Context: an optimization exercise on an open-source flow, tuned for a short achievable clock period and few clock cycles. The choices shown serve that exercise and are no tape-out recipe.
At most, simulation tests tie the RTL to the original design; equivalence was not proved.
The RTL of runs 1 to 3, 5 and 6 was laid out without a check of its function.
Power and IR drop assume default switching activity.

[flow/run.sh]
#!/bin/bash
# Own flow: the standard layout, with two changes to how it is made (the clock period
# and constraints are unchanged):
#  - the port buffers that buffer_ports inserts are plain buffers (buf_2), not whatever cell
#    it picks by default (a delay cell on this platform);
#  - repair_timing aims for more setup slack than the default.
set -euo pipefail
bash standard.sh SETUP_SLACK_MARGIN=9.2 'BUFFER_PORTS_ARGS=-buffer_cell sky130_fd_sc_hd__buf_2' finish > flow_standard.log 2>&1
[standard.sh]
#!/bin/bash
# synth_recipe.tcl (not shown) runs the flow's synth.tcl, then flattens the netlist and writes it again
# the make line also repeats each setting of config.mk as NAME=value (left out here)
make -C /OpenROAD-flow-scripts/flow DESIGN_CONFIG=/design/flow/config.mk WORK_HOME=/design/flow/orfs CLKGATE_MAP_FILE= SYNTH_SCRIPT=/design/flow/synth_recipe.tcl "${@:-finish}"
[config.mk]
export PLATFORM = sky130hd
export DESIGN_NAME = cpu
export DESIGN_NICKNAME = cpu
export VERILOG_FILES = /design/flow/design.v
export SDC_FILE = /design/flow/constraint.sdc
export NUM_CORES = 4
export LEC_CHECK = 0
export CAP_MARGIN = 20
export CORE_MARGIN = 2
export CORE_UTILIZATION = 40
export PLACE_DENSITY = 0.6
export SLEW_MARGIN = 20
export SYNTH_HIERARCHICAL = 1
[constraint.sdc]
create_clock -name core_clock -period 13.0 [get_ports {clk}]
set_input_delay 2.6000 -clock core_clock [delete_from_list [all_inputs] [get_ports {clk}]]
set_output_delay 2.6000 -clock core_clock [all_outputs]
set_load 0.01 [all_outputs]
[design.v]
module pcinc(input  [15:0] pc,
             output [15:0] pc2,
             output [10:0] hip, him);
  assign pc2 = pc + 16'd2;
  assign hip = pc[15:5] + 11'd1;
  assign him = pc[15:5] - 11'd1;
endmodule
module cmux #(parameter WIDTH = 11)
             (input              s,
              input  [WIDTH-1:0] d1, d0,
              output [WIDTH-1:0] y);
  assign y = s ? d1 : d0;
endmodule
module nsel #(parameter WIDTH = 11)
             (input              pt, c,
              input  [WIDTH-1:0] t1, t0, n,
              output [WIDTH-1:0] y);
  assign y = pt ? (c ? t1 : t0) : n;
endmodule
module bpred(input  [3:0] op,
             input        i11, i4,
             input  [2:0] rs,
             input  [7:0] rdo,
             input  [7:1] kz, kn, xw,
             output       p1, p0, pm, hx);
  wire fbr = (op[3:2] == 2'b10);
  wire fps = i4 | op[0] | (~op[1] & i11);
  wire zc  = op[1] & (i11 | (rs == 3'd0));       
  wire zr  = rdo[0] | |(rdo[7:1] & kz);          
  wire nr  = |(rdo[7:1] & kn);                   
  wire rne = ~zr;
  wire req = zr | (~nr & i4);
  assign pm = fbr & (zc ? (op[0] ? rne : req) : fps);
  assign p1 = fbr & (zc ? ~op[0] : fps);
  assign p0 = fbr & (zc ? op[0] : fps);
  assign hx = zc & |(rdo[7:1] & xw);
endmodule
module dec8(input  [2:0] a,
            output [7:0] y);
  assign y = 8'd1 << a;
endmodule
module psel(input hx, xz, p1, p0, pm,
            output y);
  assign y = hx ? (xz ? p1 : p0) : pm;
endmodule
module ao4 #(parameter WIDTH = 16)
            (input              s0, s1, s2, s3,
             input  [WIDTH-1:0] d0, d1, d2, d3,
             output [WIDTH-1:0] y);
  assign y = ({WIDTH{s0}} & d0) | ({WIDTH{s1}} & d1) | ({WIDTH{s2}} & d2) | ({WIDTH{s3}} & d3);
endmodule
module fdec(input  [3:0] op,
            output       sj, sr, sb, ss);
  assign sj = op[3] & op[2] & ~op[1];
  assign sr = op[3] & op[2] & op[1] & ~op[0];
  assign sb = op[3] & ~op[2];
  assign ss = ~op[3] | (op[3] & op[2] & op[1] & op[0]);
endmodule
module kslvl #(parameter WIDTH = 16, parameter DIST = 1)
              (input  [WIDTH-1:0] gi, pi,
               output [WIDTH-1:0] go, po);
  genvar k;
  generate
    for (k = 0; k < WIDTH; k = k + 1) begin : bitk
      if (k >= DIST) begin : comb
        assign go[k] = gi[k] | (pi[k] & gi[k-DIST]);
        assign po[k] = pi[k] & pi[k-DIST];
      end else begin : pass
        assign go[k] = gi[k];
        assign po[k] = pi[k];
      end
    end
  endgenerate
endmodule
module ksadd(input  [15:0] a, b,
             input         cin,
             output [15:0] s);
  wire [15:0] p = a ^ b;
  wire [15:0] g0 = (a & b) | {15'd0, p[0] & cin};
  wire [15:0] g1, p1, g2, p2, g3, p3, g4, p4;
  kslvl #(16, 1) l1(g0, p, g1, p1);
  kslvl #(16, 2) l2(g1, p1, g2, p2);
  kslvl #(16, 4) l3(g2, p2, g3, p3);
  kslvl #(16, 8) l4(g3, p3, g4, p4);
  assign s = p ^ {g4[14:0], cin};
endmodule
module kscarry(input  [15:0] a, b,
               input         cin,
               output        cout);
  wire [15:0] p = a ^ b;
  wire [15:0] g0 = (a & b) | {15'd0, p[0] & cin};
  wire [15:0] g1, p1, g2, p2, g3, p3, g4, p4;
  kslvl #(16, 1) l1(g0, p, g1, p1);
  kslvl #(16, 2) l2(g1, p1, g2, p2);
  kslvl #(16, 4) l3(g2, p2, g3, p3);
  kslvl #(16, 8) l4(g3, p3, g4, p4);
  assign cout = g4[15];
endmodule
module misl(input  eq, lt, m2, m1, m0, rw,
            output mis);
  assign mis = (eq & m2) | (~eq & (lt ? m1 : m0)) | rw;
endmodule
module cpu(input         clk, reset,
           input  [15:0] dataout, instruction,
           output        MemRd, MemWr,
           output [15:0] datain, instrAddr, dataAddr);
  reg [15:0] pc;           
  reg [15:0] ras;          
  reg        xv;           
  reg [7:1]  xao, xbo;     
  reg [7:0]  xsa, xsb;     
  reg [2:0]  xd;           
  reg        xwe;          
  reg        xand, xcall, xsub;  
  reg        ximm;         
  reg [15:0] xi;           
  reg        xld, xbyte, xsx, xst, xsv;
  reg [8:0]  xs9;          
  reg [2:0]  xtk;          
  reg        xbr;          
  reg        xret, xpt;    
  reg [15:0] xpc2, xbt;    
  reg [15:0] xrt;          
  reg        xla, xlb;     
  reg [15:0] mres, mdata;
  reg [7:1]  mwe;          
  reg        mld, mbyte, msx, mwr;
  reg [15:0] r1, r2, r3, r4, r5, r6, r7;
  reg [7:1]  zf;           
  reg [15:0] xni;          
  reg        xzk;          
  wire [7:0]  xdo = 8'd1 << xd;
  wire [15:0] av = ({16{xsa[0]}} & mres) | ({16{xsa[1]}} & r1) | ({16{xsa[2]}} & r2) |
                   ({16{xsa[3]}} & r3)   | ({16{xsa[4]}} & r4) | ({16{xsa[5]}} & r5) |
                   ({16{xsa[6]}} & r6)   | ({16{xsa[7]}} & r7);
  wire [15:0] bv = ({16{xsb[0]}} & mres) | ({16{xsb[1]}} & r1) | ({16{xsb[2]}} & r2) |
                   ({16{xsb[3]}} & r3)   | ({16{xsb[4]}} & r4) | ({16{xsb[5]}} & r5) |
                   ({16{xsb[6]}} & r6)   | ({16{xsb[7]}} & r7);
  wire        st = xv & (xla | xlb);           
  wire        go = xv & ~st;                   
  wire [15:0] bop = ximm ? xi : bv;
  wire [15:0] sum, dif;
  ksadd adda(av, bop, 1'b0, sum);
  ksadd adds(av, ~bv, 1'b1, dif);
  wire [15:0] res = xcall ? xpc2 : xand ? (av & bop) : xsub ? dif : sum;
  wire        eq = (av == bv);
  wire        nlt;
  kscarry cmpc({~av[15], av[14:0]}, {bv[15], ~bv[14:0]}, 1'b1, nlt);
  wire        lt = ~nlt;
  wire [2:0]  xm  = {3{xbr}} & (xtk ^ {3{xpt}});    
  wire [2:0]  gm  = {3{go}} & xm;
  wire        mis;
  misl ml(eq, lt, gm[2], gm[1], gm[0], go & xret & (av != xrt), mis);
  wire [15:0] redir = xret ? av : xpt ? xpc2 : xbt;
  wire [7:0]  xe  = {r7 == xni, r6 == xni, r5 == xni, r4 == xni, r3 == xni, r2 == xni, r1 == xni,
                     mres == xni};
  wire        xz  = |(xsa & xe);
  wire        mz  = (mres == 16'd0);
  wire [7:1]  mw  = mwe & {7{~mld}};
  wire [7:1]  kzm = ~xwd & ((mw & {7{mz}}) | (~mwe & zf));
  wire [7:1]  knm = ~xwd & ((mw & {7{~mz}}) | (~mwe & ~zf));
  wire [15:0] i  = instruction;
  wire [3:0]  op = i[15:12];
  wire [15:0] pc2;
  wire [10:0] hip, him;
  pcinc pci(pc, pc2, hip, him);
  wire [5:0]  lo = {1'b0, pc[4:0]} + {1'b0, i[4:0]};
  wire        c5 = lo[5];    
  wire [15:0] jt = {pc2[15:13], i[11:0], 1'b0};
  wire fbr  = (op[3:2] == 2'b10);
  wire fj   = (op[3:1] == 3'b110);
  wire fret = (op == 4'd14);
  wire fpt, fp1, fp0, fpm, fhx;
  wire [7:0] rdo;
  dec8 rdd(i[10:8], rdo);
  bpred bp(op, i[11], i[4], i[7:5], rdo, kzm, knm, xwd & {7{xzk}}, fp1, fp0, fpm, fhx);
  psel ps(fhx, xz, fp1, fp0, fpm, fpt);
  wire [10:0] bt1 = i[4] ? pc[15:5] : hip;
  wire [10:0] bt0 = i[4] ? him : pc[15:5];
  wire [10:0] bth;
  cmux #(11) btm(c5, bt1, bt0, bth);
  wire [15:0] bt = {bth, lo[4:0]};
  wire        sj, sr, sb, ss;
  fdec fd0(op, sj, sr, sb, ss);
  wire [15:0] p1, p0, pn, t1, t0, tn, fn, pcd;
  ao4 #(16) a1(sj, sr, ss, sb, jt, ras, pc2, {bt1, lo[4:0]}, p1);    
  ao4 #(16) a0(sj, sr, ss, sb, jt, ras, pc2, {bt0, lo[4:0]}, p0);    
  ao4 #(16) an(sj, sr, ss, sb, jt, ras, pc2, pc2, pn);               
  cmux #(16) k1(st, pc, p1, t1);
  cmux #(16) k0(st, pc, p0, t0);
  cmux #(16) kn(st, pc, pn, tn);
  nsel #(16) pcm(fpt, c5, t1, t0, tn, fn);
  cmux #(16) km(mis, redir, fn, pcd);
  reg [2:0] ftk;
  always @(*)
    case (op[1:0])
      2'd0: ftk = 3'b110;    
      2'd1: ftk = 3'b101;    
      2'd2: ftk = 3'b100;    
      default: ftk = 3'b011;  
    endcase
  wire fR    = ~op[3] & ~op[2] & ~(op[1] & op[0]);           
  wire fA75  = (~op[3] & (op[2] | (op[1] & op[0]))) | (fbr & ~i[11]);
  wire fA7   = fret;
  wire fA119 = (op == 4'd15);
  wire fB108 = (op == 4'd7) | fbr;
  wire [7:0] d86  = 8'd1 << i[8:6];
  wire [7:0] d75  = 8'd1 << i[7:5];
  wire [7:0] d119 = 8'd1 << i[11:9];
  wire [7:0] d53  = 8'd1 << i[5:3];
  wire [7:0] d108 = 8'd1 << i[10:8];
  wire [7:0] fao = ({8{fR}} & d86) | ({8{fA75}} & d75) | ({8{fA119}} & d119) | ({8{fA7}} & 8'h80);
  wire [7:0] fbo = ({8{fR}} & d53) | ({8{fB108}} & d108);
  wire [7:1] xwd = {7{xv & xwe}} & xdo[7:1];
  wire       xw  = xv & xwe;
  wire       e86 = (i[8:6] == xd), e75 = (i[7:5] == xd), e119 = (i[11:9] == xd);
  wire       e53 = (i[5:3] == xd), e108 = (i[10:8] == xd), e7 = (xd == 3'd7);
  wire       ffa = xw & ((fR & e86) | (fA75 & e75) | (fA119 & e119) | (fA7 & e7));
  wire       ffb = xw & ((fR & e53) | (fB108 & e108));
  wire [2:0] fd  = fR ? i[11:9] : (op == 4'd13) ? 3'd7 : i[10:8];
  wire       fwe = (fR | (~op[3] & (op[2] ^ (op[1] & op[0]))) | (op == 4'd13)) & (fd != 3'd0);
  wire       fimm = ~fR;
  wire       fld  = (op == 4'd5) | (op == 4'd6);
  wire       fst  = (op == 4'd7) | (op == 4'd15);
  wire       fsv  = (op == 4'd15);
  wire       fand = (op == 4'd0) | (op == 4'd4);
  wire       fsub = (op == 4'd2);
  wire [15:0] fi  = (op == 4'd15) ? 16'd0 : {{11{i[4] & (op != 4'd4)}}, i[4:0]};
  always @(posedge clk or posedge reset)
    if (reset) begin
      pc <= 16'd0;
      xv <= 1'b0;
    end else begin
      pc <= pcd;
      xv <= ~mis;       
    end
  always @(posedge clk)
    if (!st && op == 4'd13) ras <= pc2;
  always @(posedge clk)
    if (st) begin
      xsa <= {xao, 1'b0}; xsb <= {xbo, 1'b0}; xla <= 1'b0; xlb <= 1'b0;
    end else begin
      xao <= fao[7:1]; xbo <= fbo[7:1];
      xsa <= {fao[7:1] & ~xwd, ffa};
      xsb <= {fbo[7:1] & ~xwd, ffb};
      xla <= ffa & xld; xlb <= ffb & xld;
      xd <= fd; xwe <= fwe; xand <= fand; xsub <= fsub; xcall <= (op == 4'd13);
      ximm <= fimm; xi <= fi;
      xld <= fld; xbyte <= (op == 4'd6); xsx <= i[11]; xst <= fst; xsv <= fsv;
      xs9 <= i[8:0];
      xtk <= ftk; xbr <= fbr;
      xret <= fret; xpt <= fpt;
      xzk <= (op == 4'd3);
      xpc2 <= pc2; xbt <= bt; xrt <= ras;
    end
  always @(posedge clk or posedge reset)
    if (reset) begin
      mwe <= 7'd0; mld <= 1'b0; mwr <= 1'b0;
    end else begin
      mwe <= (go & xwe) ? xdo[7:1] : 7'd0; mld <= go & xld; mwr <= go & xst;
    end
  always @(posedge clk)
    xni <= 16'd0 - fi;
  always @(posedge clk) begin
    mres  <= res;
    mdata <= xsv ? {{7{xs9[8]}}, xs9} : bv;
    mbyte <= xbyte;
    msx   <= xsx;
  end
  wire [15:0] ldv = mbyte ? {{8{msx & dataout[7]}}, dataout[7:0]} : dataout;
  wire [15:0] wv  = mld ? ldv : mres;
  always @(posedge clk) begin
    if (mwe[1]) r1 <= wv;
    if (mwe[2]) r2 <= wv;
    if (mwe[3]) r3 <= wv;
    if (mwe[4]) r4 <= wv;
    if (mwe[5]) r5 <= wv;
    if (mwe[6]) r6 <= wv;
    if (mwe[7]) r7 <= wv;
  end
  wire wz = (wv == 16'd0);
  always @(posedge clk) begin
    if (mwe[1]) zf[1] <= wz;
    if (mwe[2]) zf[2] <= wz;
    if (mwe[3]) zf[3] <= wz;
    if (mwe[4]) zf[4] <= wz;
    if (mwe[5]) zf[5] <= wz;
    if (mwe[6]) zf[6] <= wz;
    if (mwe[7]) zf[7] <= wz;
  end
  assign instrAddr = pc;
  assign dataAddr  = mres;
  assign datain    = mdata;
  assign MemRd     = mld;
  assign MemWr     = mwr;
endmodule
==> reports/qor.txt, run 1 <==
Crit. Startpoint -> instruction[10]
Critical Path RT -> 13.45 ns
Post-DP HPWL -> 51.7 mm
Grt peak-use layer -> met2
M3 GR Usage -> 4.19%
Switching Power -> 1760 uW
Register-to-Register Setup Slack -> 8.89 ns
Pleak -> 0.0100 uW
Die Ht -> 239 um
Pre-CTS WS -> 7.57 ns
CP Depth -> 14
Clock-pin slew on the worst setup and hold paths -> 0.06 ns
Core area -> 54,800 um2
Buf/Inv on CP -> 3
CP Capture Type -> flop
First-pass DRT Iterations -> 6
Tot GR Track Use -> 26.2%
Via Count -> 17,500
Fill cell count -> 5,077
Sw Share -> 37.6%
Tightest Pin Transition -> 1.07 ns
CTS sink cnt -> 324
Total global routing overflow -> 0
Top Family by Delay on Critical Path -> compound AO/OA/AOI/OAI gates
First-pass GRT wire length -> 111 mm
Mapped Avg Cell Area -> 10.8 um2
WL final -> 76.5 mm
Internal power -> 2910 uW
CP startpoint kind -> input pin
GR Util met1 -> 36.4%
Fin Setup TNS -> 0 ns
CP max FO -> 8
Num ports -> 84
CP Cell Sequence -> buf_16, and3b_2, a22o_1, a221oi_2, nand3_1, a2111oi_2, a311oi_1, nor2_1, a21oi_4, buf_12, buf_16, nor2_4, a21oi_2, mux2_4
CP dominant cell by count -> buf_16
Post-route clock period utilization -> 33.3%
Largest net degree at the start of global routing -> 66
Antenna viol nets, final -> 0
Minimum clock period -> 4.33 ns
Drt wl/cell -> 27.0 um
Setup Skew -> 0.0258 ns
Comb power frac -> 41.8%
Initial Util -> 40.3%
Port bufs -> 83
Fin. max-slew vios -> 0
Met2 usage -> 40.9%
Die area -> 57,000 um2
Synthesized area -> 22,100 um2
Worst Hold Launch -> xsx$_DFFE_PN_
Root Buffer -> clkbuf_16
Clock network power share -> 23.9%
Hold path depth -> 0
Worst vdd ir -> 0.000126 V
Max-cap violations -> 0
Residual DRC -> 0
CTS tree -> built
Skew-Pair Late Insertion Delay -> 0.57 ns
RSZ-0062 raised after global routing -> yes
Nets -> 2,204
Hold crit path type -> flop to flop
Largest stage delay on the critical path -> 0.26 ns
Vias per cell -> 6.15
Fin. Hold Viols -> 0
Number of global-route vias before repair -> 16,800
Pwr Density -> 185 nW/um2
Max transition margin -> 28.1%
Clock H-tree levels -> 2
Fmax -> 0.231 GHz
Cts hold-fix bufs -> 0
Power, Total -> 4670 uW
Syn. warnings -> 7
DR iter-0 viols -> 2,493
Share of cells above drive strength 1 -> 27.3%
Layout Area Growth over Synthesis -> 14.2%
Sequential Power Share -> 34.3%
Routability Congestion -> 0.953
Slowest library cell on the worst path -> mux2_4
Synthesized instance count -> 2,040
RR Startpoint -> xsa[5]$_DFF_P_
Row cnt -> 86
Worst Hold End -> msx$_DFF_P_
Final WS setup -> 8.67 ns
Status -> complete, no violations
Worst R2R Path Depth -> 11
DIE WIDTH -> 239 um
FF-to-FF End -> pc[12]$_DFF_PP0_
Arrival time at the worst endpoint -> 4.78 ns
# setup viols final -> 0
CTS Buf Count -> 38
Maximum buffer depth of the clock tree -> 3
Kind of critical path -> input pin to flop
Initial antenna violation count -> 0
layout make-up:
type | instances | area [um2] | share of cell area (%)
Clock buffer | 53 | 1070 | 4.24
Timing Repair Buffer | 181 | 1580 | 6.26
Sequential cell | 324 | 9030 | 35.8
Multi-Input combinational cell | 1506 | 12200 | 48.6
Tap cell | 704 | 881 | 3.50
Clock inverter | 17 | 208 | 0.824
Antenna cell | 1 | 2.50 | 0.00993
Inverter | 52 | 198 | 0.785
registers in the layout, summed over array words and instances (netlist names), 6 cells and up:
signal and flops:
xsb 8, xs9 9, xni 14, r1 16, pc 16, r3 16
r5 16, xpc2 16, zf 7, xrt 16, mdata 16, ras 16
xao 7, xbo 7, xbt 16, xsa 8, xi 6, r6 16
mwe 7, r2 16, mres 16, r7 16, r4 16
repair_timing:
item | in CTS | in global routing
endpoints found under the setup margin | 80 | 64
buffers inserted | 39 | 20
hold endpoints to repair | 0 | 0
cloned | 6 | 4
resized for setup | 114 | 39
pin swaps | 16 | 20
stage by stage:
step	utilization, %	cells	hold slack [ns]	cell area, um2
2_1_floorplan	-	2044	0.323	22400
3_3_place_gp	41.4	2698	0.331	22700
3_5_place_dp	41.4	2698	0.340	22700
4_1_cts	45.2	2813	0.352	24800
5_1_grt	46.0	2837	0.366	25200
6_report	46.0	2838	0.354	25200
power by group through the flow:
stage	registers, uW	logic [uW]	clock network (uW)
after floorplan	1520	1330	0
after global placement	1650	1630	0
after detailed placement	1650	1660	0
after CTS	1590	1870	1130
after global routing	1610	2100	1170
final	1600	1950	1120
worst max path at each step:
| stage | end | slack (ns) |
|---|---|---|
| after global routing | pc[10]$_DFF_PP0_ | 8.60 |
| after floorplan | pc[4]$_DFF_PP0_ | 8.50 |
| after detailed placement | pc[4]$_DFF_PP0_ | 7.57 |
| after global placement | pc[12]$_DFF_PP0_ | 7.53 |
| after CTS | pc[3]$_DFF_PP0_ | 8.63 |
| final | pc[10]$_DFF_PP0_ | 8.67 |
layout by cell type (no fill, tap or decap), types with 61 or more instances in the layout:
master / instances
a21o_1: 108
a22oi_1: 161
a22oi_2: 62
and2_1: 85
buf_2: 68
buf_4: 77
edfxtp_1: 232
mux2_2: 61
nand2_1: 109
nor2_1: 118
xnor2_1: 135
xor2_1: 73
metal layers:
layer  vias up  part of all wire, %
li1       7702                    -
met1      8581                   43
met2       986                   44
met3       197                  8.7
met4         0                  4.4
met5         -                    0
==> run 2: changes to the inputs <==
--- a/design.v
+++ b/design.v
@@ -22,25 +22,12 @@
              input  [2:0] rs,
              input  [7:0] rdo,
-             input  [7:1] kz, kn, xw,
-             output       p1, p0, pm, hx);
+             input  [7:0] pne, eqz, equ,
+             output       pt);
   wire fbr = (op[3:2] == 2'b10);
   wire fps = i4 | op[0] | (~op[1] & i11);
   wire zc  = op[1] & (i11 | (rs == 3'd0));       
-  wire zr  = rdo[0] | |(rdo[7:1] & kz);          
-  wire nr  = |(rdo[7:1] & kn);                   
-  wire rne = ~zr;
-  wire req = zr | (~nr & i4);
-  assign pm = fbr & (zc ? (op[0] ? rne : req) : fps);
-  assign p1 = fbr & (zc ? ~op[0] : fps);
-  assign p0 = fbr & (zc ? op[0] : fps);
-  assign hx = zc & |(rdo[7:1] & xw);
-endmodule
-module dec8(input  [2:0] a,
-            output [7:0] y);
-  assign y = 8'd1 << a;
-endmodule
-module psel(input hx, xz, p1, p0, pm,
-            output y);
-  assign y = hx ? (xz ? p1 : p0) : pm;
+  wire rne = |(rdo & pne);
+  wire req = |(rdo & eqz) | (|(rdo & equ) & i4);
+  assign pt = fbr & (zc ? (op[0] ? rne : req) : fps);
 endmodule
 module ao4 #(parameter WIDTH = 16)
@@ -100,4 +87,20 @@
             output mis);
   assign mis = (eq & m2) | (~eq & (lt ? m1 : m0)) | rw;
+endmodule
+module dec8(input  [2:0] a,
+            output [7:0] y);
+  assign y = 8'd1 << a;
+endmodule
+module ksadd5(input  [4:0] a, b,
+              output [4:0] s,
+              output       co);
+  wire [4:0] p = a ^ b;
+  wire [4:0] g0 = a & b;
+  wire [4:0] g1, p1, g2, p2, g3, p3;
+  kslvl #(5, 1) l1(g0, p, g1, p1);
+  kslvl #(5, 2) l2(g1, p1, g2, p2);
+  kslvl #(5, 4) l3(g2, p2, g3, p3);
+  assign s  = p ^ {g3[3:0], 1'b0};
+  assign co = g3[4];
 endmodule
 module cpu(input         clk, reset,
@@ -165,5 +168,6 @@
   wire [10:0] hip, him;
   pcinc pci(pc, pc2, hip, him);
-  wire [5:0]  lo = {1'b0, pc[4:0]} + {1'b0, i[4:0]};
+  wire [5:0]  lo;
+  ksadd5 loa(pc[4:0], i[4:0], lo[4:0], lo[5]);
   wire        c5 = lo[5];    
   wire [15:0] jt = {pc2[15:13], i[11:0], 1'b0};
@@ -171,9 +175,11 @@
   wire fj   = (op[3:1] == 3'b110);
   wire fret = (op == 4'd14);
-  wire fpt, fp1, fp0, fpm, fhx;
+  wire [7:1] xk  = xwd & {7{xzk}};
+  wire [7:1] ekz = (xk & {7{xz}}) | kzm;           
+  wire [7:1] ekn = (xk & {7{~xz}}) | knm;          
+  wire fpt;
   wire [7:0] rdo;
   dec8 rdd(i[10:8], rdo);
-  bpred bp(op, i[11], i[4], i[7:5], rdo, kzm, knm, xwd & {7{xzk}}, fp1, fp0, fpm, fhx);
-  psel ps(fhx, xz, fp1, fp0, fpm, fpt);
+  bpred bp(op, i[11], i[4], i[7:5], rdo, {~ekz, 1'b0}, {ekz, 1'b1}, {~ekn, 1'b0}, fpt);
   wire [10:0] bt1 = i[4] ? pc[15:5] : hip;
   wire [10:0] bt0 = i[4] ? him : pc[15:5];
==> run 2 against run 1 <==
  * Still clean on timing, DRC and antenna
  * Synthesized area rose by 0.12%
  * Sequential cell count did not move
  * Synthesized cell count rose by 2.6%
  * Largest cell class unchanged
==> reports/qor.txt, run 2 <==
Num ports -> 84
Die area -> 57,100 um2
Core area -> 54,900 um2
Drt wl/cell -> 27.4 um
Share of cells above drive strength 1 -> 25.9%
Util after Layout -> 46.3%
Fin. max-slew vios -> 0
Pwr Density -> 187 nW/um2
# setup viols final -> 0
DR iter-0 viols -> 2,267
Clock H-tree levels -> 2
WL final -> 79.2 mm
Most frequent cells in the layout -> edfxtp_1, a22oi_1, xor2_1
CP Capture Type -> flop
Maximum buffer depth of the clock tree -> 3
Total global routing overflow -> 0
Tightest Pin Transition -> 1.17 ns
Setup Skew -> 0.0194 ns
Row cnt -> 86
Kind of critical path -> input pin to flop
Placed Cells -> 2,727
RR Startpoint -> xni[9]$_DFF_P_
Fmax -> 0.239 GHz
Initial antenna violation count -> 1
Worst Hold End -> mbyte$_DFF_P_
Port bufs -> 83
Register area -> 9030 um2
Hold crit path type -> flop to flop
Fin Setup TNS -> 0 ns
Post-route clock period utilization -> 32.2%
CP startpoint kind -> input pin
Initial Util -> 40.2%
Layout Area Growth over Synthesis -> 15.1%
Synthesized instance count -> 2,094
Critical Path RT -> 13.44 ns
Fin cells -> 2,889
Fin. Hold Viols -> 0
Vias per cell -> 6.23
Status -> complete, no violations
CP max FO -> 8
First-pass DRT Iterations -> 9
Diode count -> 0
CTS sink cnt -> 324
Worst R2R Path Depth -> 15
Syn. warnings -> 7
Register-to-Register Setup Slack -> 8.89 ns
RSZ-0062 raised after global routing -> yes
Residual DRC -> 0
Clock-pin slew on the worst setup and hold paths -> 0.06 ns
Fill cell count -> 5,068
Minimum clock period -> 4.18 ns
CTS tree -> built
Largest net degree at the start of global routing -> 73
Nets -> 2,256
Routability Congestion -> 0.962
Post-DP HPWL -> 52.3 mm
Hold path depth -> 0
Synthesized area -> 22,100 um2
Via Count -> 18,000
CTS Buf Count -> 37
Power, Total -> 4760 uW
DIE WIDTH -> 239 um
Worst Hold Launch -> xbyte$_DFFE_PN_
Skew-Pair Late Insertion Delay -> 0.57 ns
Number of global-route vias before repair -> 17,500
Mapped Avg Cell Area -> 10.5 um2
Arrival time at the worst endpoint -> 4.63 ns
Antenna viol nets, final -> 0
Commonest non-fill, non-tap cell in the layout -> edfxtp_1
Pleak -> 0.0103 uW
FF-to-FF End -> pc[14]$_DFF_PP0_
Die Ht -> 239 um
Max transition margin -> 21.7%
Root Buffer -> clkbuf_16
Max-cap violations -> 0
Tot GR Track Use -> 27.0%
Worst vdd ir -> 0.000148 V
First-pass GRT wire length -> 115 mm
Footprint of the multi-input gates -> 12,200 um2
[run 2: cell count changes in the layout (fill, tap and decap cells not counted), sizes merged, moves of 15 or more]
cell	previous run	this run
or3	0	18
xnor2	136	45
xor2	73	169
a21oi	54	70
nand3	17	48
o21ai	38	22
nand4	61	44
buf	168	190
a311oi	1	16
[run 2: routing by layer]
metal	wire length (um)	vias up	global-route usage [%]
met5	13	-	0
met1	33700	8863	37.1
li1	-	7876	-
met2	35100	1049	41.8
met4	3510	2	11.0
met3	6830	217	5.21
[run 2: power breakdown]
group | total [uW] | leakage, uW | switching, uW | internal [uW]
Sequential | 1610 | 0.00316 | 239 | 1370
Combinational | 2010 | 0.00648 | 1110 | 900
Clock | 1130 | 0.000638 | 450 | 684
Total | 4760 | 0.0103 | 1800 | 2960
[run 2: worst max-delay path by stage]
stage / startpoint / end / slack [ns]
floorplan: instruction[2] / pc[4]$_DFF_PP0_ / 8.62
global placement: instruction[4] / pc[8]$_DFF_PP0_ / 7.88
detailed placement: instruction[10] / pc[7]$_DFF_PP0_ / 7.81
CTS: instruction[9] / pc[7]$_DFF_PP0_ / 8.88
global route: instruction[9] / pc[14]$_DFF_PP0_ / 8.79
finish: instruction[9] / pc[7]$_DFF_PP0_ / 8.82
[run 2: stage by stage]
stage | hold slack (ns) | cell area (um2) | setup slack, ns
6_report | 0.339 | 25400 | 8.82
5_1_grt | 0.351 | 25400 | 8.79
4_1_cts | 0.342 | 25100 | 8.88
3_5_place_dp | 0.330 | 22500 | 7.81
3_3_place_gp | 0.327 | 22500 | 7.88
2_1_floorplan | 0.323 | 22400 | 8.62
[run 2: repair_timing]
| action | in CTS | in global routing |
|---|---|---|
| endpoints found under the setup margin | 90 | 62 |
| buffers inserted | 62 | 21 |
| cloned | 10 | 1 |
| hold buffers | 0 | 0 |
| pin swaps | 22 | 17 |
| resized for setup | 151 | 47 |
| endpoints found under the hold margin | 0 | 0 |
[run 2: worst max-delay path, stage by stage]
cell	delay [ns]
buf_16	0.12
buf_6	0.13
nor3b_2	0.28
a22oi_1	0.13
a41oi_2	0.23
a2111oi_4	0.08
o31ai_4	0.32
buf_6	0.21
buf_16	0.17
a21oi_2	0.06
mux2_4	0.28
[run 2: final cells by class]
type                            instances  share of cell area [%]
Multi-Input combinational cell       1535                    47.9
Sequential cell                       324                    35.5
Timing Repair Buffer                  196                    6.93
Clock buffer                           51                    4.21
Tap cell                              704                    3.46
Clock inverter                         17                   0.994
Inverter                               62                   0.925
==> run 3: changes to the inputs <==
--- a/config.mk
+++ b/config.mk
@@ -8,6 +8,6 @@
 export CAP_MARGIN = 20
 export CORE_MARGIN = 2
-export CORE_UTILIZATION = 40
-export PLACE_DENSITY = 0.6
+export CORE_UTILIZATION = 55
+export PLACE_DENSITY = 0.7
 export SLEW_MARGIN = 20
 export SYNTH_HIERARCHICAL = 1
==> run 3 against run 2 <==
  * Design area is 1.8% lower
  * Utilization is 17 points higher
  * Worst setup slack gained 0.032 ns
  * Combinational power is 2% lower
  * Critical endpoint is now pc[14]$_DFF_PP0_
==> reports/qor.txt, run 3 <==
Status -> complete, no violations
Synthesized instance count -> 2,094
Tot GR Track Use -> 35.3%
RR Startpoint -> xsa[7]$_DFF_P_
Largest stage delay on the critical path -> 0.31 ns
Fin Setup TNS -> 0 ns
Tightest Pin Transition -> 1.16 ns
Final WS setup -> 8.85 ns
Initial Util -> 55.7%
Critical Path RT -> 13.45 ns
DR WL met2 -> 33.1 mm
Register-to-Register Setup Slack -> 8.96 ns
Finished Cell Area -> 25,000 um2
Residual DRC -> 0
CP startpoint kind -> input pin
CP max FO -> 8
Post-DP HPWL -> 48.9 mm
Skew-Pair Late Insertion Delay -> 0.58 ns
Drt wl/cell -> 27.6 um
Arrival time at the worst endpoint -> 4.60 ns
Comb power frac -> 42.3%
Fmax -> 0.241 GHz
Port bufs -> 83
Met1 WL -> 29.6 mm
Worst Hold End -> msx$_DFF_P_
Kind of critical path -> input pin to flop
Routability Congestion -> 0.985
Root Buffer -> clkbuf_16
Via Count -> 18,100
Syn. warnings -> 7
Hold crit path type -> flop to flop
Pleak -> 0.0102 uW
Cts hold-fix bufs -> 0
Clock H-tree levels -> 2
Mapped Avg Cell Area -> 10.5 um2
Crit. Startpoint -> instruction[9]
Commonest non-fill, non-tap cell in the layout -> edfxtp_1
Sw Share -> 38.2%
Pre-CTS WS -> 7.83 ns
Worst vdd ir -> 0.000171 V
CP dominant cell by count -> buf_16
Clock network power share -> 23.3%
Fill cell count -> 3,215
Sequential Power Share -> 34.4%
Internal power -> 2870 uW
Synthesized area -> 22,100 um2
DIE WIDTH -> 204 um
Row cnt -> 73
Max-cap violations -> 0
Worst R2R Path Depth -> 14
CTS Buf Count -> 37
Slowest library cell on the worst path -> o31ai_4
Placed Area -> 22,300 um2
First-pass DRT Iterations -> 8
Footprint of the multi-input gates -> 12,100 um2
Initial antenna violation count -> 2
Hold path depth -> 0
Number of global-route vias before repair -> 17,300
Fin. Hold Viols -> 0
CTS tree -> built
First-pass GRT wire length -> 109 mm
Share of cells above drive strength 1 -> 24.9%
Largest net degree at the start of global routing -> 68
Worst Hold Launch -> xsx$_DFFE_PN_
Pwr Density -> 186 nW/um2
RSZ-0062 raised after global routing -> yes
CP Capture Type -> flop
Die Ht -> 204 um
Register area -> 9040 um2
# setup viols final -> 0
FF-to-FF End -> pc[13]$_DFF_PP0_
Minimum clock period -> 4.15 ns
Most frequent cells in the layout -> edfxtp_1, a22oi_1, xor2_1
Top layer reached by signal wires -> met5
Post-route clock period utilization -> 31.9%
Setup Skew -> 0.0204 ns
Switching Power -> 1770 uW
Max transition margin -> 22.7%
Vias per cell -> 6.69
WL final -> 74.6 mm
Core area -> 39,600 um2
Met3 routed WL -> 8.56 mm
Die area -> 41,800 um2
DR iter-0 viols -> 2,471
Nets -> 2,249
Num ports -> 84
CTS sink cnt -> 324
Antenna viol nets, final -> 0
CP Cell Sequence -> buf_16, buf_4, nor3b_4, a22oi_2, a41oi_2, a2111oi_4, o31ai_4, buf_6, buf_16, a21oi_1, mux2_4
Clock-pin slew on the worst setup and hold paths -> 0.07 ns
Fin. max-slew vios -> 0
Maximum buffer depth of the clock tree -> 3
Total global routing overflow -> 0
Layout Area Growth over Synthesis -> 13.0%
run 3: layout make-up:
| type | instances | area share [%] |
|---|---|---|
| Multi-Input combinational cell | 1535 | 48.5 |
| Sequential cell | 324 | 36.2 |
| Timing Repair Buffer | 189 | 6.64 |
| Clock buffer | 41 | 3.86 |
| Tap cell | 525 | 2.63 |
| Clock inverter | 27 | 1.14 |
| Inverter | 62 | 0.943 |
| Antenna cell | 1 | 0.0100 |
run 3: what timing repair did:
action,CTS,global route
setup buffers,50,21
pin swaps,17,11
endpoints found under the setup margin,86,59
gates cloned,9,2
resized for setup,133,45
run 3: critical path: cells and delay by family:
kind | cells | cell delay, ns
compound gates | 5 | 0.85
buf+inv | 4 | 0.62
mux | 1 | 0.27
simple gates | 1 | 0.25
run 3: how the worst max path moves through the flow:
stage / cells past startpoint / slack (ns) / end
after floorplan: 11 / 8.62 / pc[4]$_DFF_PP0_
after global placement: 10 / 7.89 / pc[10]$_DFF_PP0_
after detailed placement: 10 / 7.83 / pc[15]$_DFF_PP0_
after CTS: 11 / 8.89 / pc[14]$_DFF_PP0_
after global routing: 11 / 8.72 / pc[14]$_DFF_PP0_
final: 11 / 8.85 / pc[14]$_DFF_PP0_
run 3: power groups by stage:
stage / registers [uW] / logic (uW) / clock network, uW
floorplan: 1520 / 1340 / 0
global placement: 1650 / 1610 / 0
detailed placement: 1660 / 1640 / 0
CTS: 1580 / 1880 / 1090
global route: 1600 / 2090 / 1130
finish: 1600 / 1970 / 1080
run 3: stage by stage:
step	hold WS, ns	instances	util [%]	total power [uW]
final	0.336	2704	63.0	4650
after global routing	0.366	2703	63.0	4820
after CTS	0.351	2680	62.1	4550
after detailed placement	0.340	2553	56.2	3300
after global placement	0.327	2553	56.2	3260
after floorplan	0.323	2101	-	2860
run 3: per-layer routing:
metal,track usage (%),vias up
li1,-,7860
met1,47.4,8810
met2,54.8,1202
met3,8.12,207
met4,15.0,2
met5,0,-
==> run 4: changes to the inputs <==
--- a/design.v
+++ b/design.v
@@ -127,8 +127,9 @@
   reg        xla, xlb;     
   reg [15:0] mres, mdata;
+  reg [15:0] maddr;        
   reg [7:1]  mwe;          
+  reg [7:1]  mwl;          
   reg        mld, mbyte, msx, mwr;
   reg [15:0] r1, r2, r3, r4, r5, r6, r7;
-  reg [7:1]  zf;           
   reg [15:0] xni;          
   reg        xzk;          
@@ -160,5 +161,7 @@
   wire        xz  = |(xsa & xe);
   wire        mz  = (mres == 16'd0);
-  wire [7:1]  mw  = mwe & {7{~mld}};
+  wire [7:1]  mw  = mwe & ~mwl;
+  wire [7:1]  zf  = {r7 == 16'd0, r6 == 16'd0, r5 == 16'd0, r4 == 16'd0, r3 == 16'd0,
+                     r2 == 16'd0, r1 == 16'd0};
   wire [7:1]  kzm = ~xwd & ((mw & {7{mz}}) | (~mwe & zf));
   wire [7:1]  knm = ~xwd & ((mw & {7{~mz}}) | (~mwe & ~zf));
@@ -262,7 +265,8 @@
   always @(posedge clk or posedge reset)
     if (reset) begin
-      mwe <= 7'd0; mld <= 1'b0; mwr <= 1'b0;
+      mwe <= 7'd0; mld <= 1'b0; mwr <= 1'b0; mwl <= 7'd0;
     end else begin
       mwe <= (go & xwe) ? xdo[7:1] : 7'd0; mld <= go & xld; mwr <= go & xst;
+      mwl <= (go & xwe & xld) ? xdo[7:1] : 7'd0;
     end
   always @(posedge clk)
@@ -270,4 +274,5 @@
   always @(posedge clk) begin
     mres  <= res;
+    maddr <= sum;
     mdata <= xsv ? {{7{xs9[8]}}, xs9} : bv;
     mbyte <= xbyte;
@@ -275,26 +280,15 @@
   end
   wire [15:0] ldv = mbyte ? {{8{msx & dataout[7]}}, dataout[7:0]} : dataout;
-  wire [15:0] wv  = mld ? ldv : mres;
   always @(posedge clk) begin
-    if (mwe[1]) r1 <= wv;
-    if (mwe[2]) r2 <= wv;
-    if (mwe[3]) r3 <= wv;
-    if (mwe[4]) r4 <= wv;
-    if (mwe[5]) r5 <= wv;
-    if (mwe[6]) r6 <= wv;
-    if (mwe[7]) r7 <= wv;
-  end
-  wire wz = (wv == 16'd0);
-  always @(posedge clk) begin
-    if (mwe[1]) zf[1] <= wz;
-    if (mwe[2]) zf[2] <= wz;
-    if (mwe[3]) zf[3] <= wz;
-    if (mwe[4]) zf[4] <= wz;
-    if (mwe[5]) zf[5] <= wz;
-    if (mwe[6]) zf[6] <= wz;
-    if (mwe[7]) zf[7] <= wz;
+    if (mwe[1]) r1 <= mwl[1] ? ldv : mres;
+    if (mwe[2]) r2 <= mwl[2] ? ldv : mres;
+    if (mwe[3]) r3 <= mwl[3] ? ldv : mres;
+    if (mwe[4]) r4 <= mwl[4] ? ldv : mres;
+    if (mwe[5]) r5 <= mwl[5] ? ldv : mres;
+    if (mwe[6]) r6 <= mwl[6] ? ldv : mres;
+    if (mwe[7]) r7 <= mwl[7] ? ldv : mres;
   end
   assign instrAddr = pc;
-  assign dataAddr  = mres;
+  assign dataAddr  = maddr;
   assign datain    = mdata;
   assign MemRd     = mld;
--- a/config.mk
+++ b/config.mk
@@ -8,6 +8,6 @@
 export CAP_MARGIN = 20
 export CORE_MARGIN = 2
-export CORE_UTILIZATION = 55
-export PLACE_DENSITY = 0.7
+export CORE_UTILIZATION = 40
+export PLACE_DENSITY = 0.6
 export SLEW_MARGIN = 20
 export SYNTH_HIERARCHICAL = 1
==> run 4 against run 3 <==
  * Clock-buffer cell count grew 17
  * Synthesized cell count grew 12%
  * Die area grew 47%
  * Largest cell class unchanged
==> reports/qor.txt, run 4 <==
Status -> complete, no violations
Post-route clock period utilization -> 31.5%
Met3 routed WL -> 6.66 mm
Most frequent cells in the layout -> edfxtp_1, nor2_1, a22oi_1
Critical Path End -> pc[4]$_DFF_PP0_
FF-to-FF End -> pc[4]$_DFF_PP0_
Hold path depth -> 0
Initial antenna violation count -> 0
Syn. warnings -> 7
First-pass GRT wire length -> 125 mm
Synthesized instance count -> 2,353
Register-to-Register Setup Slack -> 8.98 ns
Cts hold-fix bufs -> 0
Fin. max-slew vios -> 0
Max transition margin -> 23.9%
Routability Congestion -> 1.00
Maximum buffer depth of the clock tree -> 3
CTS Buf Count -> 42
Die Ht -> 248 um
Tot GR Track Use -> 27.5%
Residual DRC -> 0
Final WS setup -> 8.91 ns
Kind of critical path -> input pin to flop
Worst R2R Path Depth -> 13
Mapped Avg Cell Area -> 10.1 um2
CP max FO -> 6
CTS tree -> built
Fin Setup TNS -> 0 ns
Setup Skew -> 0.0403 ns
Synthesized area -> 23,700 um2
Share of cells above drive strength 1 -> 23.1%
RR Startpoint -> r3[4]$_DFFE_PP_
Root Buffer -> clkbuf_16
Commonest non-fill, non-tap cell in the layout -> edfxtp_1
CP startpoint kind -> input pin
Critical Path RT -> 13.46 ns
Clock H-tree levels -> 2
Minimum clock period -> 4.09 ns
Placed Cells -> 3,030
Util after Layout -> 45.1%
Port bufs -> 83
CP Capture Type -> flop
Worst vdd ir -> 0.000132 V
RSZ-0062 raised after global routing -> yes
CP Cell Sequence -> buf_2, ha_1, a21o_1, a21o_1, xor2_2, a22oi_2, nand2_1, mux2_4, mux2i_1, a21oi_1, mux2_4
Via Count -> 19,500
DR iter-0 viols -> 2,198
Fill cell count -> 5,525
Top layer reached by signal wires -> met4
Pwr Density -> 189 nW/um2
Met1 WL -> 37.0 mm
CP Depth -> 11
Top Family by Delay on Critical Path -> multiplexers
WL final -> 87.0 mm
Total global routing overflow -> 0
Post-DP HPWL -> 60.7 mm
Arrival time at the worst endpoint -> 4.55 ns
Layout Area Growth over Synthesis -> 11.9%
Crit. Startpoint -> instruction[0]
Core area -> 58,800 um2
Buf/Inv on CP -> 1
Number of global-route vias before repair -> 18,400
Fmax -> 0.244 GHz
Skew-Pair Late Insertion Delay -> 0.60 ns
DR WL met2 -> 39.4 mm
Die area -> 61,300 um2
Pleak -> 0.0104 uW
Largest net degree at the start of global routing -> 69
Power, Total -> 5020 uW
DIE WIDTH -> 248 um
Antenna viol nets, final -> 0
Initial Util -> 40.4%
# setup viols final -> 0
Largest stage delay on the critical path -> 0.27 ns
Vias per cell -> 6.16
Max-cap violations -> 0
First-pass DRT Iterations -> 6
Tightest Pin Transition -> 1.14 ns
Drt wl/cell -> 27.5 um
Clock-pin slew on the worst setup and hold paths -> 0.06 ns
Nets -> 2,453
Slowest library cell on the worst path -> ha_1
Hold crit path type -> flop to flop
CTS sink cnt -> 340
Num ports -> 84
Fin. Hold Viols -> 0
Fin cells -> 3,161
Row cnt -> 89
Pre-CTS WS -> 7.83 ns
## run 4: final cells by class
cell class                 instances  area (um2)  share of cell area, %
antenna                            1        2.50                0.00943
clock buffer                      58        1190                   4.49
clock inverter                    20         288                   1.08
inverter                          72         273                   1.03
multi-input combinational       1732       13100                   49.5
sequential                       340        9280                   35.0
tap                              773         967                   3.64
timing repair buffer             165        1410                   5.29
## run 4: metrics by stage
stage	hold slack [ns]	area, um2
finish	0.347	26500
global route	0.352	26500
CTS	0.353	26100
detailed placement	0.344	24100
global placement	0.332	24100
floorplan	0.323	24000
## run 4: worst reg2reg max path, stage by stage, from the launching register on
cell and delay, ns:
edfxtp_1 0.49, nor4_1 0.60, nand4_1 0.34, nor4_1 0.67, a31oi_1 0.15, nor2_1 0.17
a31oi_1 0.08, a222oi_1 0.34, and4_1 0.29, o31ai_4 0.10, buf_12 0.21, nor2_1 0.13
a21oi_1 0.05, mux2_4 0.26
## run 4: how the worst min path moves through the flow
stage	to	slack (ns)	from
CTS	msx$_DFF_P_	0.35	xsx$_DFFE_PN_
finish	msx$_DFF_P_	0.35	xsx$_DFFE_PN_
global placement	msx$_DFF_P_	0.33	xsx$_DFFE_PN_
global route	msx$_DFF_P_	0.35	xsx$_DFFE_PN_
detailed placement	msx$_DFF_P_	0.34	xsx$_DFFE_PN_
floorplan	mbyte$_DFF_P_	0.32	xbyte$_DFFE_PN_
## run 4: where the power goes
| part | switching [uW] | internal (uW) |
|---|---|---|
| Combinational | 1070 | 954 |
| Clock | 504 | 765 |
| Sequential | 291 | 1440 |
## run 4: repair_timing
item | CTS | global route
pin swaps | 13 | 4
cloned | 2 | 7
gates resized for setup | 75 | 47
setup buffers | 33 | 9
endpoints found under the setup margin | 62 | 66
## run 4: routing by layer
| metal | vias up | track usage (%) |
|---|---|---|
| met2 | 998 | 43.9 |
| li1 | 8660 | - |
| met4 | 0 | 9.60 |
| met3 | 223 | 4.02 |
| met1 | 9593 | 38.0 |
| met5 | - | 0 |
Testbench counts of run 4, summed over its fixed seeds: cycles 9,497.
==> run 5: changes to the inputs <==
--- a/design.v
+++ b/design.v
@@ -154,6 +154,8 @@
   wire [2:0]  xm  = {3{xbr}} & (xtk ^ {3{xpt}});    
   wire [2:0]  gm  = {3{go}} & xm;
-  wire        mis;
-  misl ml(eq, lt, gm[2], gm[1], gm[0], go & xret & (av != xrt), mis);
+  wire        mis, mis2;    
+  wire        rw = go & xret & (av != xrt);
+  misl ml(eq, lt, gm[2], gm[1], gm[0], rw, mis);
+  misl ml2(eq, lt, gm[2], gm[1], gm[0], rw, mis2);
   wire [15:0] redir = xret ? av : xpt ? xpc2 : xbt;
   wire [7:0]  xe  = {r7 == xni, r6 == xni, r5 == xni, r4 == xni, r3 == xni, r2 == xni, r1 == xni,
@@ -181,8 +183,9 @@
   wire [7:1] ekz = (xk & {7{xz}}) | kzm;           
   wire [7:1] ekn = (xk & {7{~xz}}) | knm;          
-  wire fpt;
+  wire fpt, fpt2;    
   wire [7:0] rdo;
   dec8 rdd(i[10:8], rdo);
   bpred bp(op, i[11], i[4], i[7:5], rdo, {~ekz, 1'b0}, {ekz, 1'b1}, {~ekn, 1'b0}, fpt);
+  bpred bp2(op, i[11], i[4], i[7:5], rdo, {~ekz, 1'b0}, {ekz, 1'b1}, {~ekn, 1'b0}, fpt2);
   wire [10:0] bt1 = i[4] ? pc[15:5] : hip;
   wire [10:0] bt0 = i[4] ? him : pc[15:5];
@@ -199,6 +202,8 @@
   cmux #(16) k0(st, pc, p0, t0);
   cmux #(16) kn(st, pc, pn, tn);
-  nsel #(16) pcm(fpt, c5, t1, t0, tn, fn);
-  cmux #(16) km(mis, redir, fn, pcd);
+  nsel #(8) pcmh(fpt, c5, t1[15:8], t0[15:8], tn[15:8], fn[15:8]);
+  nsel #(8) pcml(fpt2, c5, t1[7:0], t0[7:0], tn[7:0], fn[7:0]);
+  cmux #(8) kmh(mis, redir[15:8], fn[15:8], pcd[15:8]);
+  cmux #(8) kml(mis2, redir[7:0], fn[7:0], pcd[7:0]);
   reg [2:0] ftk;
   always @(*)
--- a/config.mk
+++ b/config.mk
@@ -8,6 +8,6 @@
 export CAP_MARGIN = 20
 export CORE_MARGIN = 2
-export CORE_UTILIZATION = 40
-export PLACE_DENSITY = 0.6
+export CORE_UTILIZATION = 55
+export PLACE_DENSITY = 0.7
 export SLEW_MARGIN = 20
 export SYNTH_HIERARCHICAL = 1
==> run 5 against run 4 <==
  * Still clean
  * Non-clock buffer count grew 35
  * Sequential share of layout area shrank 0.24 points
  * Sequential cell count is the same
  * Clock power shrank 12%
  * First-iteration DRC count grew 33%
  * Maximum frequency shrank 0.95%
  * Sequential power is essentially flat
  * Largest cell class unchanged
  * Hold slack lost 0.0083 ns
  * Critical path type is now flop to flop
  * Utilization grew 17 points
  * Power shrank 2.5%
==> reports/qor.txt, run 5 <==
Status -> complete, no violations
Root Buffer -> clkbuf_16
CP Cell Sequence -> nor4_1, nand4_1, nor4_1, a31oi_1, nor2_1, a31oi_1, a221oi_2, and4_1, o31ai_4, buf_6, nor2_1, a21oi_1, mux2_4
Initial Util -> 55.6%
Minimum clock period -> 4.13 ns
Syn. warnings -> 7
Setup Skew -> 0.0265 ns
Sw Share -> 37.9%
CP max FO -> 8
Largest stage delay on the critical path -> 0.69 ns
CP Capture Type -> flop
Share of cells above drive strength 1 -> 24.4%
Nets -> 2,514
Pleak -> 0.0107 uW
Fin. max-slew vios -> 0
Cts hold-fix bufs -> 0
Num ports -> 84
CTS tree -> built
First-pass DRT Iterations -> 6
Fin. Hold Viols -> 0
Largest net degree at the start of global routing -> 71
Row cnt -> 76
RSZ-0062 raised after global routing -> yes
Via Count -> 20,400
Die Ht -> 213 um
Worst vdd ir -> 0.000180 V
CTS Buf Count -> 39
Comb power frac -> 42.2%
Post-DP HPWL -> 58.8 mm
Total global routing overflow -> 0
Initial antenna violation count -> 2
Placed Area -> 24,300 um2
Vias per cell -> 6.74
Routability Congestion -> 0.973
Commonest non-fill, non-tap cell in the layout -> edfxtp_1
Most frequent cells in the layout -> edfxtp_1, nor2_1, a22oi_1
Die area -> 45,300 um2
Internal power -> 3040 uW
CP startpoint kind -> flop
Util after Layout -> 62.0%
DR iter-0 viols -> 2,926
Skew-Pair Late Insertion Delay -> 0.58 ns
RR Startpoint -> r4[3]$_DFFE_PP_
Clock-pin slew on the worst setup and hold paths -> 0.06 ns
Layout Area Growth over Synthesis -> 11.4%
Mapped Avg Cell Area -> 10.1 um2
Port bufs -> 83
Synthesized instance count -> 2,381
Max transition margin -> 27.6%
Antenna viol nets, final -> 0
Fin Setup TNS -> 0 ns
Finished Cell Area -> 26,700 um2
Switching Power -> 1860 uW
Core area -> 43,100 um2
WL final -> 86.4 mm
Clock H-tree levels -> 2
Worst Hold Launch -> xsx$_DFFE_PN_
Synthesized area -> 24,000 um2
Sequential Power Share -> 34.9%
Tot GR Track Use -> 38.2%
Critical Path RT -> 13.44 ns
Hold crit path type -> flop to flop
Worst R2R Path Depth -> 13
# setup viols final -> 0
Clock network power share -> 22.8%
Pwr Density -> 183 nW/um2
Crit. Startpoint -> r4[3]$_DFFE_PP_
Residual DRC -> 0
Arrival time at the worst endpoint -> 4.57 ns
Maximum buffer depth of the clock tree -> 3
Drt wl/cell -> 28.5 um
Max-cap violations -> 0
DIE WIDTH -> 213 um
Tightest Pin Transition -> 1.09 ns
Kind of critical path -> flop to flop
First-pass GRT wire length -> 127 mm
Slowest library cell on the worst path -> nor4_1
CTS sink cnt -> 340
Number of global-route vias before repair -> 19,300
Hold path depth -> 0
Post-route clock period utilization -> 31.8%
Fmax -> 0.242 GHz
[run 5: path summary, 6_finish.rpt]
path                              endpoint  slack (ns)
setup / recovery           pc[5]$_DFF_PP0_        8.87
hold / removal                 msx$_DFF_P_        0.34
setup reg to reg           pc[5]$_DFF_PP0_        8.87
hold reg to reg                msx$_DFF_P_        0.34
max in group asynchronous  pc[5]$_DFF_PP0_       10.37
min in group asynchronous    mwr$_DFF_PP0_        2.16
[run 5: worst max-delay path: cells and delay by family, from the launching register on]
kind	cells	cell delay, ns
AND/OR/NAND/NOR	6	2.31
AO/OA/AOI/OAI	5	0.67
flip-flops	1	0.54
multiplexers	1	0.27
buffers and inverters	1	0.21
[run 5: layout make-up]
type / instances / area [um2]
Antenna cell: 1 / 2.50
Clock buffer: 53 / 1130
Clock inverter: 19 / 140
Fill cell: 3465 / 16400
Inverter: 73 / 277
Multi-Input combinational cell: 1760 / 13500
Sequential cell: 340 / 9280
Tap cell: 585 / 732
Timing Repair Buffer: 200 / 1670
[run 5: repair_timing]
item | 4_1_cts | 5_1_grt
pin swaps | 14 | 13
setup buffers | 42 | 21
gates cloned | 9 | 0
resized for setup | 88 | 45
endpoints found under the setup margin | 65 | 59
[run 5: per-layer routing]
metal / routed length [um] / track usage [%]
met1: 35100 / 53.3
met2: 38300 / 58.7
met3: 9440 / 7.02
met4: 3600 / 15.5
met5: 0 / 0
[run 5: power groups by stage]
stage	Clock (uW)	Combinational (uW)	Sequential (uW)
after CTS	1120	2000	1700
after global routing	1160	2220	1720
final	1120	2070	1710
after floorplan	0	1550	1580
after detailed placement	0	1790	1790
after global placement	0	1740	1790
[run 5: stage by stage]
| stage | power (uW) | hold WS, ns | cells | setup WS [ns] |
|---|---|---|---|---|
| floorplan | 3130 | 0.323 | 2391 | 8.57 |
| global placement | 3530 | 0.326 | 2885 | 7.84 |
| detailed placement | 3580 | 0.331 | 2886 | 7.77 |
| CTS | 4820 | 0.343 | 3009 | 8.93 |
| global route | 5110 | 0.351 | 3030 | 8.80 |
| finish | 4900 | 0.339 | 3031 | 8.87 |
==> run 6: changes to the inputs <==
--- a/flow/run.sh
+++ b/flow/run.sh
@@ -6,3 +6,3 @@
 #  - repair_timing aims for more setup slack than the default.
 set -euo pipefail
-bash standard.sh SETUP_SLACK_MARGIN=9.2 'BUFFER_PORTS_ARGS=-buffer_cell sky130_fd_sc_hd__buf_2' finish > flow_standard.log 2>&1
+bash standard.sh SETUP_SLACK_MARGIN=9.5 'BUFFER_PORTS_ARGS=-buffer_cell sky130_fd_sc_hd__buf_2' finish > flow_standard.log 2>&1
==> run 6 against run 5 <==
  * Synthesized area is the same
  * Power grew 6.6%
  * Utilization grew 4.2 points
  * Routed wire length grew 2.6%
  * Largest power group unchanged
  * Critical path depth shrank 2
  * Sequential cell count is the same
  * Die area is the same
  * Clock skew shrank 0.0088 ns
==> reports/qor.txt, run 6 <==
Mapped Avg Cell Area -> 10.1 um2
WL final -> 88.6 mm
Antenna viol nets, final -> 0
Hold path depth -> 0
Fin. Hold Viols -> 0
CP max FO -> 14
Fmax -> 0.240 GHz
Clock H-tree levels -> 2
Num ports -> 84
Fill cell count -> 3,278
Setup Skew -> 0.0177 ns
Minimum clock period -> 4.17 ns
Root Buffer -> clkbuf_16
Critical Path RT -> 13.45 ns
Pwr Density -> 183 nW/um2
Number of global-route vias before repair -> 19,600
Post-DP HPWL -> 58.0 mm
First-pass DRT Iterations -> 7
Tightest Pin Transition -> 1.13 ns
Row cnt -> 76
Maximum buffer depth of the clock tree -> 3
Nets -> 2,591
Max-cap violations -> 0
CTS tree -> built
CTS Buf Count -> 39
DIE WIDTH -> 213 um
Vias per cell -> 6.68
Layout Area Growth over Synthesis -> 18.9%
Top Family by Delay on Critical Path -> compound AO/OA/AOI/OAI gates
Syn. warnings -> 7
Fin. max-slew vios -> 0
Register area -> 9320 um2
Max transition margin -> 24.6%
Most frequent cells in the layout -> edfxtp_1, nor2_1, a22oi_1
Core area -> 43,100 um2
Hold crit path type -> flop to flop
Synthesized instance count -> 2,381
Largest net degree at the start of global routing -> 80
Pleak -> 0.0113 uW
Total global routing overflow -> 0
Clock-pin slew on the worst setup and hold paths -> 0.06 ns
# setup viols final -> 0
DR iter-0 viols -> 2,740
FF-to-FF End -> pc[11]$_DFF_PP0_
Skew-Pair Late Insertion Delay -> 0.58 ns
Share of cells above drive strength 1 -> 31.1%
CTS sink cnt -> 340
Worst R2R Path Depth -> 12
Register-to-Register Setup Slack -> 8.87 ns
Arrival time at the worst endpoint -> 4.62 ns
Buf/Inv on CP -> 3
Kind of critical path -> input pin to flop
Worst Hold End -> msx$_DFF_P_
RSZ-0062 raised after global routing -> yes
Post-route clock period utilization -> 32.1%
Tot GR Track Use -> 38.4%
CP Capture Type -> flop
Slowest library cell on the worst path -> a2111oi_4
CP startpoint kind -> input pin
Routability Congestion -> 0.982
Commonest non-fill, non-tap cell in the layout -> edfxtp_1
Fin Setup TNS -> 0 ns
Worst Hold Launch -> xsx$_DFFE_PN_
Footprint of the multi-input gates -> 14,100 um2
Largest stage delay on the critical path -> 0.28 ns
First-pass GRT wire length -> 128 mm
Synthesized area -> 24,000 um2
Initial Util -> 55.6%
Placed Cells -> 2,870
Via Count -> 20,800
Status -> complete, no violations
Die Ht -> 213 um
Fin cells -> 3,108
RR Startpoint -> r2[4]$_DFFE_PP_
Residual DRC -> 0
Initial antenna violation count -> 1
Die area -> 45,300 um2
Port bufs -> 83
CP Cell Sequence -> buf_16, and3b_2, buf_4, a222oi_1, nand3_1, a2111oi_4, o31ai_2, buf_6, nor2_1, a21oi_1, mux2_4
Cts hold-fix bufs -> 0
Drt wl/cell -> 28.5 um
Worst vdd ir -> 0.000218 V
## run 6: area by class of cell
cell class,instances,area share (%)
Clock inverter,24,1.17
Antenna cell,1,0.00878
Sequential cell,340,32.7
Multi-Input combinational cell,1761,49.5
Clock buffer,48,3.83
Inverter,73,1.01
Tap cell,585,2.57
Timing Repair Buffer,276,9.16
## run 6: worst reg2reg max path, cell delays in order, from the launching register on
cell and delay (ns):
edfxtp_1 0.52, nor4_1 0.49, nand4_1 0.29, nor4_1 0.68, nor2_1 0.15, a2bb2oi_1 0.31
a22oi_1 0.13, a41oi_2 0.28, a2111oi_4 0.08, o31ai_4 0.49, buf_6 0.25, a21oi_1 0.09
mux2_4 0.27
## run 6: stage by stage
| step | util (%) | hold WS (ns) | total power, uW | cell area (um2) | setup slack (ns) |
|---|---|---|---|---|---|
| after floorplan | - | 0.323 | 3140 | 24600 | 8.57 |
| after global placement | 56.7 | 0.328 | 3540 | 24400 | 7.85 |
| after detailed placement | 56.7 | 0.328 | 3590 | 24400 | 7.80 |
| after CTS | 64.1 | 0.342 | 5060 | 27600 | 8.86 |
| after global routing | 66.1 | 0.344 | 5430 | 28500 | 8.74 |
| final | 66.1 | 0.341 | 5220 | 28500 | 8.83 |
## run 6: how the worst max path moves through the flow
stage | from | end | slack [ns] | cells after the start
2_1_floorplan | instruction[8] | pc[12]$_DFF_PP0_ | 8.57 | 10
3_3_place_gp | instruction[4] | pc[12]$_DFF_PP0_ | 7.85 | 9
3_5_place_dp | instruction[4] | pc[12]$_DFF_PP0_ | 7.80 | 9
4_1_cts | instruction[9] | pc[9]$_DFF_PP0_ | 8.86 | 10
5_1_grt | instruction[8] | pc[2]$_DFF_PP0_ | 8.74 | 11
6_report | instruction[9] | pc[2]$_DFF_PP0_ | 8.83 | 11
## run 6: power by group
group	leakage, uW	internal [uW]	switching [uW]
combinational	0.00731	1100	1160
sequential	0.00333	1440	290
clock	0.000693	744	493
## run 6: what timing repair did
item	in CTS	in global routing
gates resized for setup	183	101
endpoints found under the setup margin	192	123
gates cloned	9	1
pin swaps	50	58
buffers inserted	103	51
## run 6: per-layer routing
metal	share of wire [%]	track usage [%]	up-vias
li1	-	-	8996
met1	40	52.4	10100
met2	44	58.5	1392
met3	10	7.57	283
met4	5.0	18.6	2
met5	0.051	0	-

[what the ideal ports hide]
The flow's constraints put no driver on any port. The routed layouts listed below were extracted and timed again, unchanged, in two steps. Step 1, drivers: a clkbuf_16 drives clk and a buf_2 each remaining input, both assumed. Step 2 also shifts input and output timing later by t, the mid clock arrival at the registers, as if the neighbouring blocks saw the same clock. a / b / c = ideal / step 1 / step 2; a / b = the first two.
run	t, ns	setup WS [ns]	worst setup path after step 2	worst data-port slew with drivers (ns)
run 1	0.621	8.666 / 8.498 / 7.877	input to register	0.25
run 2	0.617	8.817 / 8.722 / 8.105	input to register	0.27
run 3	0.615	8.850 / 8.732 / 8.116	input to register	0.23
run 4	0.644	8.905 / 8.825 / 8.181	input to register	0.29
run 5	0.631	8.866 / 8.702 / 8.071	input to register	0.30
run 6	0.635	8.832 / 8.710 / 8.075	input to register	0.21
After both steps every run listed still meets setup and hold. The setup slack of run 5, which loses most, moves by -0.164 ns with the drivers and by -0.795 ns with both steps.
